This design comes from an exercise in tuning for small area, a short achievable clock period and few clock cycles on the open sky130 flow, not from production work.
Only simulation tests tie the RTL to the original design; equivalence was not proved.
Power and IR drop assume default switching activity.

==> design.v <==
`default_nettype none
module	qoi_encoder (
		input	wire		i_clk, i_reset,
		input	wire		s_valid,
		output	wire		s_ready,
		input	wire	[23:0]	s_data,
		input	wire		s_last, s_user,
		output	reg		o_qvalid,
		input	wire		i_qready,
		output	wire	[63:0]	o_qdata,
		output	reg	[2:0]	o_qbytes,
		output	reg		o_qlast
	);
	wire	stall;
	reg		ir_v, ir_h, ir_l;
	reg	[23:0]	ir_px;
	assign	s_ready = !stall;
	always @(posedge i_clk)
	if (i_reset)
		ir_v <= 1'b0;
	else if (!stall)
		ir_v <= s_valid;
	always @(posedge i_clk)
	if (!stall)
	begin
		ir_px <= s_data;
		ir_h  <= s_user;
		ir_l  <= s_user && s_last;
	end
	reg		hseen, h2, vseen;
	reg	[15:0]	wcnt, hcnt;
	wire		syncd = h2 && vseen;
	always @(posedge i_clk)
	if (i_reset)
	begin
		hseen <= 1'b0;
		h2    <= 1'b0;
		vseen <= 1'b0;
		wcnt  <= 16'h0;
		hcnt  <= 16'h0;
	end else if (!stall && ir_v)
	begin
		if (!hseen)
			wcnt <= wcnt + 1'b1;
		if (ir_h)
		begin
			hseen <= 1'b1;
			if (hseen)
				h2 <= 1'b1;
			if (!vseen)
				hcnt <= hcnt + 1'b1;
			if (ir_l)
				vseen <= 1'b1;
		end
	end
	reg		a_v, a_l, a_ep;
	reg	[23:0]	a_px;
	reg	[7:0]	a_dr, a_dg, a_db;
	reg	[5:0]	a_idx;
	wire	[23:0]	prevpx = (a_v && !a_l) ? a_px : 24'h0;
	wire		eq = (ir_px == prevpx);
	wire		in_a = ir_v && syncd;
	wire		mv_a = a_v && (in_a || a_l);
	wire	[5:0]	ir_r6 = ir_px[21:16], ir_g6 = ir_px[13:8], ir_b6 = ir_px[5:0];
	wire	[5:0]	ir_hash = ir_r6 + { ir_r6[4:0], 1'b0 }
				+ ir_g6 + { ir_g6[3:0], 2'b0 }
				+ { ir_b6[2:0], 3'b0 } - ir_b6 + 6'd53;
	always @(posedge i_clk)
	if (i_reset)
		a_v <= 1'b0;
	else if (!stall)
	begin
		if (in_a)
			a_v <= 1'b1;
		else if (a_l)
			a_v <= 1'b0;
	end
	always @(posedge i_clk)
	if (!stall && in_a)
	begin
		a_px  <= ir_px;
		a_l   <= ir_l;
		a_ep  <= eq;
		a_dr  <= ir_px[23:16] - prevpx[23:16];
		a_dg  <= ir_px[15: 8] - prevpx[15: 8];
		a_db  <= ir_px[ 7: 0] - prevpx[ 7: 0];
		a_idx <= ir_hash;
	end
	reg	[17:0]	tbl	[0:63];
	reg	[63:0]	tbl_v;
	always @(posedge i_clk)
	if (!stall && mv_a)
		tbl[a_idx] <= { a_px[23:8], a_px[7:6] };
	always @(posedge i_clk)
	if (i_reset)
		tbl_v <= 64'h0;
	else if (!stall && mv_a)
	begin
		if (a_l)
			tbl_v <= 64'h0;
		else
			tbl_v[a_idx] <= 1'b1;
	end
	reg		b_v, b_l, b_ep, b_en, b_tv, b_small, b_luma;
	reg	[23:0]	b_px;
	reg	[17:0]	b_tpx;
	reg	[5:0]	b_idx, b_dc;
	reg	[13:0]	b_lc;
	wire	[7:0]	a_drg = a_dr - a_dg;
	wire	[7:0]	a_dbg = a_db - a_dg;
	always @(posedge i_clk)
	if (i_reset)
		b_v <= 1'b0;
	else if (!stall)
		b_v <= mv_a;
	always @(posedge i_clk)
	if (!stall && mv_a)
	begin
		b_px  <= a_px;
		b_l   <= a_l;
		b_ep  <= a_ep;
		b_en  <= eq;
		b_idx <= a_idx;
		b_tv  <= tbl_v[a_idx];
		b_tpx <= tbl[a_idx];
		b_small <= ((&a_dr[7:1]) || !(|a_dr[7:1]))
			&& ((&a_dg[7:1]) || !(|a_dg[7:1]))
			&& ((&a_db[7:1]) || !(|a_db[7:1]));
		b_luma <= ((&a_dg[7:5]) || !(|a_dg[7:5]))
			&& ((&a_drg[7:3]) || !(|a_drg[7:3]))
			&& ((&a_dbg[7:3]) || !(|a_dbg[7:3]));
		b_dc <= { !a_dr[1], a_dr[0], !a_dg[1], a_dg[0],
				!a_db[1], a_db[0] };
		b_lc <= { !a_dg[5], a_dg[4:0], !a_drg[3], a_drg[2:0],
				!a_dbg[3], a_dbg[2:0] };
	end
	reg		run_on;
	reg	[5:0]	rep;
	reg		d_v, d_l;
	reg	[31:0]	d_data;
	reg	[2:0]	d_n;
	wire	[5:0]	rep_i = (b_ep && run_on && (rep != 6'd61))
					? (rep + 1'b1) : 6'd0;
	wire		emit_run = b_l || !b_en || (rep_i == 6'd61);
	wire		hit = b_tv && (b_tpx == { b_px[23:8], b_px[7:6] });
	always @(posedge i_clk)
	if (i_reset)
		run_on <= 1'b0;
	else if (!stall && b_v)
		run_on <= b_ep && !b_l;
	always @(posedge i_clk)
	if (!stall && b_v)
		rep <= rep_i;
	always @(posedge i_clk)
	if (i_reset)
		d_v <= 1'b0;
	else if (!stall)
		d_v <= b_v;
	always @(posedge i_clk)
	if (!stall && b_v)
	begin
		d_l <= b_l;
		if (b_ep)
		begin
			d_data <= emit_run ? { 2'b11, rep_i, 24'h0 } : 32'h0;
			d_n    <= emit_run ? 3'd1 : 3'd0;
		end else if (hit)
		begin
			d_data <= { 2'b00, b_idx, 24'h0 };
			d_n    <= 3'd1;
		end else if (b_small)
		begin
			d_data <= { 2'b01, b_dc, 24'h0 };
			d_n    <= 3'd1;
		end else if (b_luma)
		begin
			d_data <= { 2'b10, b_lc, 16'h0 };
			d_n    <= 3'd2;
		end else begin
			d_data <= { 8'hfe, b_px };
			d_n    <= 3'd4;
		end
	end
	localparam	[1:0]	P_IDLE = 2'd0, P_FILE = 2'd1, P_TRL = 2'd2,
				P_DRAIN = 2'd3;
	reg	[1:0]	pst;
	reg	[4:0]	fill;
	reg		acc_ok;
	reg	[7:0]	acc	[0:15];
	assign	stall = d_v && !acc_ok;
	wire		take = o_qvalid && i_qready;
	wire		hdr = (pst == P_IDLE) && (a_v || b_v || d_v);
	wire		app_c = d_v && acc_ok;
	wire		app_t = (pst == P_TRL) && ((fill <= 5'd8) || take);
	wire		lastword = (pst == P_DRAIN) && (fill <= 5'd8);
	wire	[7:0]	ck	[0:3];
	assign	ck[0] = d_data[31:24];
	assign	ck[1] = d_data[23:16];
	assign	ck[2] = d_data[15: 8];
	assign	ck[3] = d_data[ 7: 0];
	reg	[7:0]	hb	[0:15];
	reg	[7:0]	xb	[0:23];
	reg	[7:0]	nb	[0:15];
	reg	[4:0]	fa, fn;
	reg	[1:0]	pn;
	integer	k;
	always @(*)
	begin
		hb[ 0] = 8'h71; hb[ 1] = 8'h6f; hb[ 2] = 8'h69; hb[ 3] = 8'h66;
		hb[ 4] = 8'h00; hb[ 5] = 8'h00;
		hb[ 6] = wcnt[15:8]; hb[ 7] = wcnt[7:0];
		hb[ 8] = 8'h00; hb[ 9] = 8'h00;
		hb[10] = hcnt[15:8]; hb[11] = hcnt[7:0];
		hb[12] = 8'h03; hb[13] = 8'h01;
		hb[14] = 8'h00; hb[15] = 8'h00;
		for (k = 0; k < 24; k = k + 1)
		begin
			xb[k] = (k < 16) ? acc[k[3:0]] : 8'h0;
			if (app_c && (k[4:0] >= fill) && (k[4:0] < fill + 5'd4))
				xb[k] = xb[k] | ck[k[1:0] - fill[1:0]];
			if (app_t && (k[4:0] == fill + 5'd7))
				xb[k] = xb[k] | 8'h01;
		end
		for (k = 0; k < 16; k = k + 1)
		begin
			if (hdr)
				nb[k] = hb[k];
			else if (take)
				nb[k] = xb[k+8];
			else
				nb[k] = xb[k];
		end
		fa = fill;
		if (app_c)
			fa = fa + d_n;
		if (app_t)
			fa = fa + 5'd8;
		pn = pst;
		case (pst)
		P_IDLE:  if (hdr) pn = P_FILE;
		P_FILE:  if (app_c && d_l) pn = P_TRL;
		P_TRL:   if (app_t) pn = P_DRAIN;
		P_DRAIN: if (take && lastword) pn = P_IDLE;
		endcase
		if (hdr)
			fn = 5'd14;
		else if (take && lastword)
			fn = 5'd0;
		else if (take)
			fn = fa - 5'd8;
		else
			fn = fa;
	end
	always @(posedge i_clk)
	for (k = 0; k < 16; k = k + 1)
		acc[k] <= nb[k];
	always @(posedge i_clk)
	if (i_reset)
	begin
		pst      <= P_IDLE;
		fill     <= 5'd0;
		acc_ok   <= 1'b0;
		o_qvalid <= 1'b0;
		o_qlast  <= 1'b0;
		o_qbytes <= 3'd0;
	end else begin
		pst      <= pn;
		fill     <= fn;
		acc_ok   <= (pn == P_FILE) && (fn <= 5'd12);
		o_qvalid <= (fn >= 5'd8) || ((pn == P_DRAIN) && (fn != 5'd0));
		o_qlast  <= (pn == P_DRAIN) && (fn <= 5'd8);
		o_qbytes <= ((pn == P_DRAIN) && (fn <= 5'd8)) ? fn[2:0] : 3'd0;
	end
	assign	o_qdata = { acc[0], acc[1], acc[2], acc[3],
				acc[4], acc[5], acc[6], acc[7] };
endmodule
==> run.sh <==
#!/bin/bash
# synth_recipe.tcl (not shown) runs the flow's synth.tcl, then flattens the netlist and writes it again
# the make line also repeats each setting of config.mk as NAME=value (left out here)
make -C /OpenROAD-flow-scripts/flow DESIGN_CONFIG=/design/flow/config.mk WORK_HOME=/design/flow/orfs CLKGATE_MAP_FILE= SYNTH_SCRIPT=/design/flow/synth_recipe.tcl finish
==> config.mk <==
export PLATFORM = sky130hd
export DESIGN_NAME = qoi_encoder
export DESIGN_NICKNAME = qoi_encoder
export VERILOG_FILES = /design/flow/design.v
export SDC_FILE = /design/flow/constraint.sdc
export NUM_CORES = 4
export LEC_CHECK = 0
export ABC_CLOCK_PERIOD_IN_PS = 3000
export CAP_MARGIN = 20
export CORE_MARGIN = 2
export CORE_UTILIZATION = 60
export SETUP_SLACK_MARGIN = 2.5
export SLEW_MARGIN = 20
==> constraint.sdc <==
create_clock -name core_clock -period 5.5 [get_ports {i_clk}]
set_input_delay 1.1000 -clock core_clock [delete_from_list [all_inputs] [get_ports {i_clk}]]
set_output_delay 1.1000 -clock core_clock [all_outputs]
set_load 0.01 [all_outputs]
==> results of run 1 <==
layout make-up:
class	instances	area [sq um]	area share
Antenna cell	1	2.50	0.0000327
Clock buffer	208	4370	0.0572
Clock inverter	85	728	0.00953
Inverter	77	313	0.00409
Multi-Input combinational cell	2474	19400	0.254
Sequential cell	1594	45600	0.596
Tap cell	1403	1760	0.0230
Timing Repair Buffer	395	4220	0.0552
layout by cell type, fill, tap and decap left out, types with 39 or more instances in the layout:
master           count
o21ai_0            122
buf_4              215
clkbuf_16          176
xnor2_1             54
nand2_1            194
a31oi_1             49
a221oi_1           171
nor2_4              42
nand3_1             39
a21oi_1            212
ha_1                53
dfxtp_1            224
a211oi_1            65
clkdlybuf4s50_1     97
inv_1               68
a22oi_1             73
o22ai_1             91
mux4_2              87
mux2i_1            136
nor2_1             283
mux2_2             117
nor2_2              40
edfxtp_1          1365
sequential cells by signal, indices dropped and copies added (netlist names), 5 cells and up:
signal and flops:
a_idx 6, b_lc 14, tbl 1152, rep 6, fill 5, a_db 8
b_dc 5, tbl_v 64, a_px 24, b_tpx 18, a_dg 8, d_data 32
b_idx 6, a_dr 8, wcnt 16, b_px 24, ir_px 24, acc 128
hcnt 16
power by group through the flow:
| stage | registers [mW] | logic (mW) | clock network (mW) |
|---|---|---|---|
| detailed placement | 13.7 | 1.32 | 0 |
| global placement | 13.7 | 1.30 | 0 |
| global route | 13.4 | 1.49 | 11.2 |
| finish | 13.4 | 1.37 | 10.7 |
| CTS | 13.4 | 1.34 | 10.8 |
| floorplan | 13.7 | 0.632 | 0 |
worst register-to-register path, delay by kind of cell, from the launching register on:
kind | cells | cell delay, ps
adders and majority gates | 5 | 2130
buffers and inverters | 2 | 100
DFF | 1 | 480
xor gates and xnor gates | 4 | 540
routing by layer:
metal	global-route usage	up-vias	wire (um)	share of wire
li1	-	18023	-	-
met1	0.514	21567	79200	0.39
met2	0.528	2818	90000	0.45
met3	0.0880	452	24600	0.12
met4	0.134	4	7970	0.039
met5	0.00738	-	126	0.00062
repair_timing:
action,4_1_cts,5_1_grt
endpoints found under the setup margin,1269,304
cloned,9,11
setup buffers,54,75
pin swaps,19,49
hold buffers,0,0
resized for setup,127,141
how the worst max path moves through the flow:
stage | startpoint | endpoint | slack (ps) | cells past startpoint
finish | ir_px[19] | a_idx[5] | 2020 | 11
global route | ir_px[19] | a_idx[5] | 1910 | 11
global placement | a_idx[2] | b_tpx[14] | 1460 | 8
CTS | ir_px[19] | a_idx[5] | 2030 | 11
floorplan | ir_px[12] | a_idx[5] | 2090 | 11
detailed placement | a_idx[2] | b_tpx[14] | 1460 | 8
per-stage QoR:
| step | worst slack (ps) | cells | utilization | instance area [sq um] | total power [mW] |
|---|---|---|---|---|---|
| floorplan | 2090 | 4406 | - | 65500 | 14.3 |
| global placement | 1460 | 5794 | 0.636 | 68400 | 15.0 |
| detailed placement | 1460 | 5794 | 0.636 | 68400 | 15.0 |
| CTS | 2030 | 6150 | 0.696 | 74800 | 25.5 |
| global route | 1910 | 6236 | 0.711 | 76400 | 26.1 |
| finish | 2020 | 6237 | 0.711 | 76400 | 25.5 |
kinds of logic after synthesis:
| family | Yosys count | share of synthesized area |
|---|---|---|
| DFF | 1594 | 0.699 |
| and+or+nand+nor | 890 | 0.0634 |
| adders and majority gates | 75 | 0.0166 |
| AOI/OAI and AO/OA | 1066 | 0.114 |
| buffers and inverters | 342 | 0.0225 |
| muxes | 348 | 0.0723 |
| xor gates and xnor gates | 91 | 0.0122 |
==> metrics.csv, run 1 <==
metric;value;unit
critical setup path kind;flip-flop to flip-flop;
H-tree depth;4;
first-pass GRT wire length;285;mm
status;no timing/DRC/antenna violations;
Synth top cells by count;1365 x edfxtp_1, 360 x nor2_1, 229 x dfxtp_1, 226 x a21oi_1, 205 x nand2_1;
count leader, synth;edfxtp_1;
Async S/R FF share, synth;0;
actual slew at the worst max-slew pin;1220;ps
CP Launch Type;flip-flop;
hold crit path type;flip-flop to flip-flop;
FF-to-FF path depth;11;
Synth Instances;4406;
RR Startpoint;ir_px[19];
Seq pwr share;0.526;
Internal;20.0;mW
max capacitance violation total;0;
worst skew pair latency;790;ps
Psw;5.45;mW
initial core utilization;0.607;
grt ovf;0;
Sw Share;0.214;
largest net degree at the start of global routing;82;
r2r setup slk;2020;ps
syn_area_per_cell;14.8;sq um
Final HPWL DP;117;mm
#FFs+latches synth;1594;
DR pass1 iterations;8;
fin crit share;0.632;
Tot GR Track Use;0.356;
Post-Syn Nets;4511;
height of the die;334;um
Hold EP;b_dc[0];
wire per inst;32.4;um
I/O pin cnt;100;
final hold vios;0;
Placer Congestion;0.947;
Worst Hold Launch;a_db[0];
fin nets;4808;
die width;334;um
Cell Area, Synth;65200;sq um
min Tclk post-route;3480;ps
RSZ-0062 raised after global routing;yes;
Routed Antenna Nets;0;
routed wire length;202;mm
CTS Buf Count;161;
WP data required;6030;ps
CP Data Arrival Time;4000;ps
core area;108000;sq um
Static Leak;25.5;nW
Yosys cell types;91;
CP max stage delay;510;ps
critical path fanouts, max;4;
root buffer cell;clkbuf_16;
setup TNS;0;ps
Clk pwr share;0.420;
clock buffer depth;3;
slowest stage cell, crit path;fa_1;
ranking of synthesized cells by area;edfxtp_1 63%, dfxtp_1 7.0%, mux4_2 3.0%, a221oi_1 2.6%, mux2i_1 2.2%;
Final Max Slew Viols;0;
CP bufs+invs;2;
Post-synth EDFFs;1365;
Ys Warns;5;
share of layout cells above drive strength 1;0.205;
Crit Reg-Reg Endpoint;a_idx[5];
Finish-stage setup viols;0;
sequential fraction of the synthesis area;0.699;
hold path cells;0;
family with the most delay on the worst path;adder cells;
most area-hungry cell type in the Yosys netlist;edfxtp_1;
crit path cell chain;fa_1, inv_1, fa_1, fa_1, fa_1, inv_2, ha_4, xnor2_2, xnor2_1, xnor2_1, xnor2_1;
Gate power share;0.054;
Clk pin slew, worst setup/hold paths;60;ps
Cell Pwr Density;333;nW/um^2
I/O Buffers;99;
top_reg_cell synth;edfxtp_1;
fmax;288;MHz
Vias/cell;6.87;
crit-path most repeated cell;fa_1;
Die ar.;111000;sq um
vias in the first global route;40275;
clk_skew;19.1;ps
DRC viols;0;
Max-slew headroom;0.184;
# fillers;7112;
initial antenna violation count;7;
area share of the largest cell type after synthesis;0.629;
Fin Hold WS;444;ps
Area Growth Syn to Fin;17.2;%
CTS tree;yes;
Site Rows;120;
via count;42864;
clk sinks;1594;
Worst setup EP type;flip-flop;
worst vdd ir;0.335;mV
DRT iter0 DRCs;6642;
Testbench counts, summed over its fixed seeds: cycles 35,502.
==> inputs of run 2 (changes only) <==
--- a/config.mk
+++ b/config.mk
@@ -6,8 +6,8 @@
 export NUM_CORES = 4
 export LEC_CHECK = 0
-export ABC_CLOCK_PERIOD_IN_PS = 3000
+export ABC_CLOCK_PERIOD_IN_PS = 2300
 export CAP_MARGIN = 20
 export CORE_MARGIN = 2
 export CORE_UTILIZATION = 60
-export SETUP_SLACK_MARGIN = 2.5
+export SETUP_SLACK_MARGIN = 3.2
 export SLEW_MARGIN = 20
==> run 2 against run 1 <==
Effect of this change:
- global-route usage rose by 3.3 points
- register-to-register slack got worse by 140 ps
- setup slack got worse by 140 ps
- sequential share of layout area fell by 6.2 points
==> metrics.csv, run 2 <==
metric;value;unit;change
Site Rows;120;;unchanged
most area-hungry cell type in the Yosys netlist;edfxtp_1;;
fmax;276;MHz;-4.0%
core area;108000;sq um;unchanged
hold path cells;0;;unchanged
top_reg_cell synth;edfxtp_1;;
initial antenna violation count;14;;+7
Overall Power;26.2;mW;+3.0%
vias in the first global route;43016;;+6.8%
Vias/cell;7.05;;+2.5%
worst vdd ir;0.298;mV;-11%
FF-to-FF path depth;11;;unchanged
clk sinks;1594;;unchanged
Clk pin slew, worst setup/hold paths;60;ps;about the same
WP data required;6000;ps;-30 ps
routed wire length;229;mm;+13%
critical path fanouts, max;4;;unchanged
ranking of synthesized cells by area;edfxtp_1 63%, dfxtp_1 7.0%, mux4_2 3.0%, a221oi_1 2.6%, mux2i_1 2.2%;;
Largest regs;tbl x1152, acc x128, tbl_v x64;;
CP Launch Type;flip-flop;;
via count;46739;;+9.0%
mux contribution to synthesized area;0.0723;;unchanged
Placer Congestion;0.946;;about the same
Clk pwr share;0.411;;-0.009
sequential fraction of the synthesis area;0.699;;unchanged
actual slew at the worst max-slew pin;990;ps;-233 ps
RR Startpoint;ir_px[1];;
I/O pin cnt;100;;unchanged
Synth Area in Compound Gates;0.114;;unchanged
setup slack after layout;1880;ps;-145 ps
H-tree depth;4;;unchanged
Final Util;0.795;;+0.0837
Static Leak;29.1;nW;+14%
wire per inst;34.6;um;+6.7%
r2r setup slk;1880;ps;-140 ps
Async S/R FF share, synth;0;;unchanged
Worst Hold Launch;a_ep;;
Post-Synth XOR/XNOR Area;0.0122;;unchanged
status;no timing/DRC/antenna violations;;
DRC viols;0;;unchanged
Psw;5.72;mW;+4.9%
CTS Buf Count;160;;-0.62%
most frequent cells in the layout;1365 x edfxtp_1, 353 x buf_4, 262 x nor2_1, 183 x clkbuf_16, 168 x dfxtp_1;;
CTS tree;yes;;
fin nets;5203;;+8.2%
Fin Hold WS;416;ps;-27.3 ps
initial core utilization;0.607;;unchanged
Synth Instances;4406;;unchanged
Post-Syn Nets;4511;;unchanged
max capacitance violation total;0;;unchanged
die width;334;um;unchanged
Finish-stage setup viols;0;;unchanged
Area Growth Syn to Fin;31.0;%;
cts-stage hold buffer count;0;;unchanged
DR pass1 iterations;8;;unchanged
Final HPWL DP;117;mm;+0.25%
Post-synth EDFFs;1365;;unchanged
# fillers;5781;;-19%
Tot GR Track Use;0.389;;+0.0327
Post-Synth Simple-Gate Area;0.0634;;unchanged
fin crit share;0.658;;+0.0263
syn_area_per_cell;14.8;sq um;unchanged
hold crit path type;flip-flop to flip-flop;;
max reg flops;1152;;unchanged
largest family of logic cells by synthesized area;compound AO/OA/AOI/OAI gates;;
most common cell after layout, fill and taps aside;edfxtp_1;;
clock buffer depth;3;;unchanged
clk_skew;36.9;ps;+17.7 ps
share of layout cells above drive strength 1;0.374;;+0.170
Final Max Slew Viols;0;;unchanged
post-place setup slack;1860;ps;+402 ps
CP Data Arrival Time;4120;ps;+120 ps
Max-slew headroom;0.340;;+0.157
largest net degree at the start of global routing;83;;+1.2%
Synth Area in Adders;0.0166;;unchanged
min Tclk post-route;3620;ps;+145 ps
RSZ-0062 raised after global routing;yes;;
first-pass GRT wire length;309;mm;+8.4%
area share of the largest cell type after synthesis;0.629;;unchanged
Cell Area, Synth;65200;sq um;unchanged
Crit Reg-Reg Endpoint;a_idx[5];;
Reg area;45700;sq um;+0.20%
final hold vios;0;;unchanged
I/O Buffers;99;;unchanged
grt ovf;0;;unchanged
Multi-input gate area;22900;sq um;+18%
Routed Antenna Nets;0;;unchanged
Largest Register;tbl;;
Ys Warns;5;;unchanged
Sw Share;0.218;;+0.00390
count leader, synth;edfxtp_1;;
Internal;20.5;mW;+2.5%
worst skew pair latency;790;ps;about the same
height of the die;334;um;unchanged
Yosys cell types;91;;unchanged
Cell Pwr Density;307;nW/um^2;-7.8%
Seq pwr share;0.515;;-0.011
root buffer cell;clkbuf_16;;
DRT iter0 DRCs;8039;;+21%
#FFs+latches synth;1594;;unchanged
Worst setup EP type;flip-flop;;
Gate power share;0.073;;+0.019
Synth top cells by count;1365 x edfxtp_1, 360 x nor2_1, 229 x dfxtp_1, 226 x a21oi_1, 205 x nand2_1;;
Die ar.;111000;sq um;unchanged
Hold EP;b_ep;;
setup TNS;0;ps;unchanged
critical setup path kind;flip-flop to flip-flop;;
run 2: cell counts after synthesis:
Identical to the previous run, type by type.
run 2: power by group through the flow:
stage | Sequential [mW] | Combinational, mW | Clock (mW)
6_report | 13.5 | 1.92 | 10.8
5_1_grt | 13.5 | 2.03 | 11.3
4_1_cts | 13.5 | 1.65 | 10.7
3_5_place_dp | 13.7 | 1.31 | 0
3_3_place_gp | 13.7 | 1.29 | 0
2_1_floorplan | 13.7 | 0.632 | 0
run 2: repair_timing:
item                                     CTS  global route
endpoints found under the setup margin  1690          1577
setup buffers                            361           162
pin swaps                                271           277
cloned                                    42            26
resized for setup                       1130           415
run 2: critical path: stages, from the launching register on:
cell	delay [ps]
edfxtp_1	470
inv_1	140
ha_1	360
fa_1	610
fa_1	480
fa_1	520
inv_2	50
ha_4	150
xnor2_2	130
xnor2_1	200
xnor2_1	170
xnor2_1	90
run 2: per-stage QoR:
step,cell area [sq um],std cells
after floorplan,65800,4406
final,85400,6632
after global routing,85400,6625
after CTS,81500,6437
after global placement,68300,5747
after detailed placement,68300,5748
run 2: kinds of logic after synthesis:
family                     after synthesis
DFF                                   1594
AOI/OAI and AO/OA                     1066
and+or+nand+nor                        890
muxes                                  348
buffers and inverters                  342
xor gates and xnor gates                91
adders and majority gates               75
run 2: worst max path at each step:
stage	from	endpoint	slack, ps
floorplan	ir_px[12]	a_idx[5]	2090
global placement	fill[3]	acc[10][1]	1870
detailed placement	fill[3]	acc[10][7]	1860
CTS	ir_px[10]	a_idx[5]	2020
global route	ir_px[10]	a_idx[5]	1800
finish	ir_px[1]	a_idx[5]	1880
run 2: area by class of cell:
class                   count  share of cell area
multi-input cells        2481               0.268
repair buffers            784               0.113
flip-flops and latches   1594               0.535
clock buffers             206              0.0511
well taps                1403              0.0205
clock inverters            80             0.00841
diodes                      7            0.000205
inverters                  77             0.00414
run 2: routing by layer:
metal,vias up,global-route usage,part of all wire
li1,18845,-,-
met4,12,0.193,0.064
met1,23101,0.547,0.36
met5,-,0,0.00054
met3,860,0.108,0.14
met2,3921,0.562,0.43
==> inputs of run 3 (changes only) <==
--- a/config.mk
+++ b/config.mk
@@ -6,8 +6,6 @@
 export NUM_CORES = 4
 export LEC_CHECK = 0
-export ABC_CLOCK_PERIOD_IN_PS = 2300
 export CAP_MARGIN = 20
 export CORE_MARGIN = 2
-export CORE_UTILIZATION = 60
-export SETUP_SLACK_MARGIN = 3.2
+export CORE_UTILIZATION = 40
 export SLEW_MARGIN = 20
==> run 3 against run 2 <==
Effect of this change:
- die area grew 49%
- count of clock-buffer cells in the layout rose by 13
- sequential cell count unchanged
- via count down 12%
- sequential share of layout area is 7.5 points higher
- sequential power hardly changed
- setup slack worse by 370 ps
- critical endpoint is now b_tpx[10]
==> metrics.csv, run 3 <==
metric;value;unit;change
status;no timing/DRC/antenna violations;;
Post-Syn Nets;4511;;unchanged
via count;41287;;-12%
Ys Warns;5;;unchanged
clk_skew;34.3;ps;-2.53 ps
crit path cell chain;buf_12, buf_4, nor2_4, buf_4, a221oi_1, nor2_1, o21ai_0, nor4bb_1, nand4_1;;
grt ovf;0;;unchanged
min Tclk post-route;3990;ps;+368 ps
Multi-input gate area;18500;sq um;-19%
height of the die;408;um;+22%
Synth top cells by count;1365 x edfxtp_1, 360 x nor2_1, 229 x dfxtp_1, 226 x a21oi_1, 205 x nand2_1;;
core area;162000;sq um;+51%
CTS Buf Count;163;;+1.9%
Psw;5.59;mW;-2.3%
Largest Register;tbl;;
DRC viols;0;;unchanged
Max-slew headroom;0.267;;-0.0733
area share of the largest cell type after synthesis;0.629;;unchanged
Cell Area, Synth;65200;sq um;unchanged
most area-hungry cell type in the Yosys netlist;edfxtp_1;;
Sw Share;0.218;;about the same
crit-path most repeated cell;buf_4;;
Cell Pwr Density;343;nW/um^2;+12%
CP Data Arrival Time;4510;ps;+390 ps
Design Area, Final;74800;sq um;-12%
ranking of synthesized cells by area;edfxtp_1 63%, dfxtp_1 7.0%, mux4_2 3.0%, a221oi_1 2.6%, mux2i_1 2.2%;;
wire per inst;28.9;um;-16%
DRT iter0 DRCs;5881;;-27%
Reg area;45600;sq um;-0.22%
Static Leak;24.5;nW;-16%
syn_area_per_cell;14.8;sq um;unchanged
max reg flops;1152;;unchanged
largest net degree at the start of global routing;67;;-19%
Area Growth Syn to Fin;14.7;%;
fmax;251;MHz;-9.2%
Clk pin slew, worst setup/hold paths;60;ps;about the same
root buffer cell;clkbuf_16;;
I/O pin cnt;100;;unchanged
Overall Power;25.6;mW;-2.2%
DR pass1 iterations;6;;-2
Die ar.;166000;sq um;+49%
Internal;20.1;mW;-2.2%
most frequent cells in the layout;1365 x edfxtp_1, 291 x nor2_1, 227 x dfxtp_1, 226 x a21oi_1, 204 x nand2_1;;
initial core utilization;0.402;;-0.205
CP max stage delay;640;ps;+30 ps
Yosys cell types;91;;unchanged
H-tree depth;4;;unchanged
vias in the first global route;39727;;-7.6%
Finish-stage setup viols;0;;unchanged
I/O Buffers;99;;unchanged
initial antenna violation count;10;;-4
Worst setup EP type;flip-flop;;
# fillers;14205;;+150%
routed wire length;200;mm;-13%
Clk pwr share;0.426;;+0.015
fin crit share;0.725;;+0.0669
Largest regs;tbl x1152, acc x128, tbl_v x64;;
Async S/R FF share, synth;0;;unchanged
actual slew at the worst max-slew pin;1100;ps;+109 ps
Tot GR Track Use;0.235;;-0.154
Fin Hold WS;418;ps;+2.04 ps
top_reg_cell synth;edfxtp_1;;
CP Launch Type;flip-flop;;
CTS tree;yes;;
Placer Congestion;0.947;;about the same
Final HPWL DP;124;mm;+5.8%
cts-stage hold buffer count;0;;unchanged
Routed Antenna Nets;0;;unchanged
fin nets;4688;;-9.9%
clk sinks;1594;;unchanged
worst skew pair latency;810;ps;+20 ps
clock buffer depth;3;;unchanged
critical setup path kind;flip-flop to flip-flop;;
setup TNS;0;ps;unchanged
Vias/cell;5.99;;-15%
sequential fraction of the synthesis area;0.699;;unchanged
die width;408;um;+22%
Site Rows;148;;+23%
Post-CTS Setup Bufs;0;;-100%
placed inst area;69500;sq um;+1.7%
share of layout cells above drive strength 1;0.159;;-0.215
slowest stage cell, crit path;nor4bb_1;;
count leader, synth;edfxtp_1;;
critical path fanouts, max;42;;+38
hold crit path type;flip-flop to flip-flop;;
max capacitance violation total;0;;unchanged
#FFs+latches synth;1594;;unchanged
Final Max Slew Viols;0;;unchanged
Resized Gates After CTS;0;;-100%
most common cell after layout, fill and taps aside;edfxtp_1;;
Seq pwr share;0.523;;+0.008
Gate power share;0.052;;-0.021
RSZ-0062 raised after global routing;no;;
first-pass GRT wire length;286;mm;-7.3%
Post-synth EDFFs;1365;;unchanged
worst vdd ir;0.345;mV;+16%
WP data required;6020;ps;+20 ps
Synth Instances;4406;;unchanged
final hold vios;0;;unchanged
run 3: cell count changes in the layout (fill, tap and decap cells not counted), moves of 49 or more:
cell,delta
buf_4,-185
buf_6,-164
buf_12,-126
a221oi_1,+101
a221oi_2,-82
a21oi_1,+81
nor2_4,-78
clkdlybuf4s50_1,+71
o21ai_0,+71
a21oi_2,-62
dfxtp_1,+59
dfxtp_2,-49
run 3: cell type report:
type	instances	area share
timing repair buffer	277	0.0325
multi-input combinational	2470	0.248
sequential	1594	0.610
antenna	2	0.0000669
clock buffer	219	0.0592
tap	2175	0.0364
clock inverter	83	0.0109
inverter	77	0.00390
run 3: cells by family (layout without fill, tap and decap cells):
group / after synthesis / count (layout) / synth area share
buffers and inverters: 342 / 656 / 0.0225
DFF: 1594 / 1594 / 0.699
adders and majority gates: 75 / 75 / 0.0166
other: 0 / 2 / 0
AOI/OAI and AO/OA: 1066 / 1066 / 0.114
xor gates and xnor gates: 91 / 91 / 0.0122
muxes: 348 / 348 / 0.0723
and+or+nand+nor: 890 / 890 / 0.0634
run 3: worst max-delay path: cells and delay by family, from the launching register on:
kind / cells / cell delay [ps]
simple gates: 4 / 1180
buf+inv: 3 / 1130
compound gates: 2 / 830
flops: 1 / 480
run 3: through the flow:
stage | setup slack (ps) | utilization | cells
2_1_floorplan | 833 | - | 4406
3_3_place_gp | 1550 | 0.428 | 6592
3_5_place_dp | 1650 | 0.428 | 6593
4_1_cts | 1640 | 0.460 | 6895
5_1_grt | 1280 | 0.460 | 6895
6_report | 1510 | 0.460 | 6897
run 3: metal layers:
metal,track usage,vias to the layer above,wire [um]
li1,-,17749,-
met1,0.320,20936,81100
met2,0.368,2201,92100
met3,0.0481,393,18200
met4,0.0939,8,8200
met5,0,-,57
run 3: worst paths after layout:
check | startpoint | end | slack (ps) | cells after the start
max | a_idx[0] | b_tpx[10] | 1510 | 9
min | a_ep | b_ep | 420 | 0
min reg2reg | a_ep | b_ep | 420 | 0
max reg2reg | a_idx[0] | b_tpx[10] | 1510 | 9
run 3: power groups by stage:
| stage | clock network [mW] | registers (mW) | logic [mW] |
|---|---|---|---|
| global route | 11.5 | 13.4 | 1.44 |
| CTS | 11.0 | 13.4 | 1.32 |
| global placement | 0 | 13.7 | 1.30 |
| finish | 10.9 | 13.4 | 1.32 |
| detailed placement | 0 | 13.7 | 1.32 |
| floorplan | 0 | 13.7 | 0.631 |

re-timing with driven ports:
How much do the figures lean on ideal ports? The routed layouts below were timed once more, with nothing changed but the port constraints.
Step 1: set_driving_cell puts a clkbuf_16 on i_clk and a buf_2 on each other input, an assumption about the parent block.
Step 2 times the ports against the registers' clock, not the clock port: input delays grow and output delays shrink by t, the midpoint of the rising clock arrivals with the driver on.
Slacks: ideal ports / drivers / drivers and shift; pairs: ideal ports / drivers.
run	shift t [ns]	setup slack, ns	worst setup path after step 2	worst data-port slew with drivers (ns)
run 1	0.855	2.024 / 2.024 / 1.788	input to register	0.04
run 2	0.850	1.880 / 1.880 / 1.880	register to register	0.04
run 3	0.876	1.512 / 1.512 / 1.512	register to register	0.09
After both steps every run listed still meets setup and hold. For run 1, which loses most, drivers alone change the setup slack by 0.000 ns; drivers and shift together by -0.236 ns.
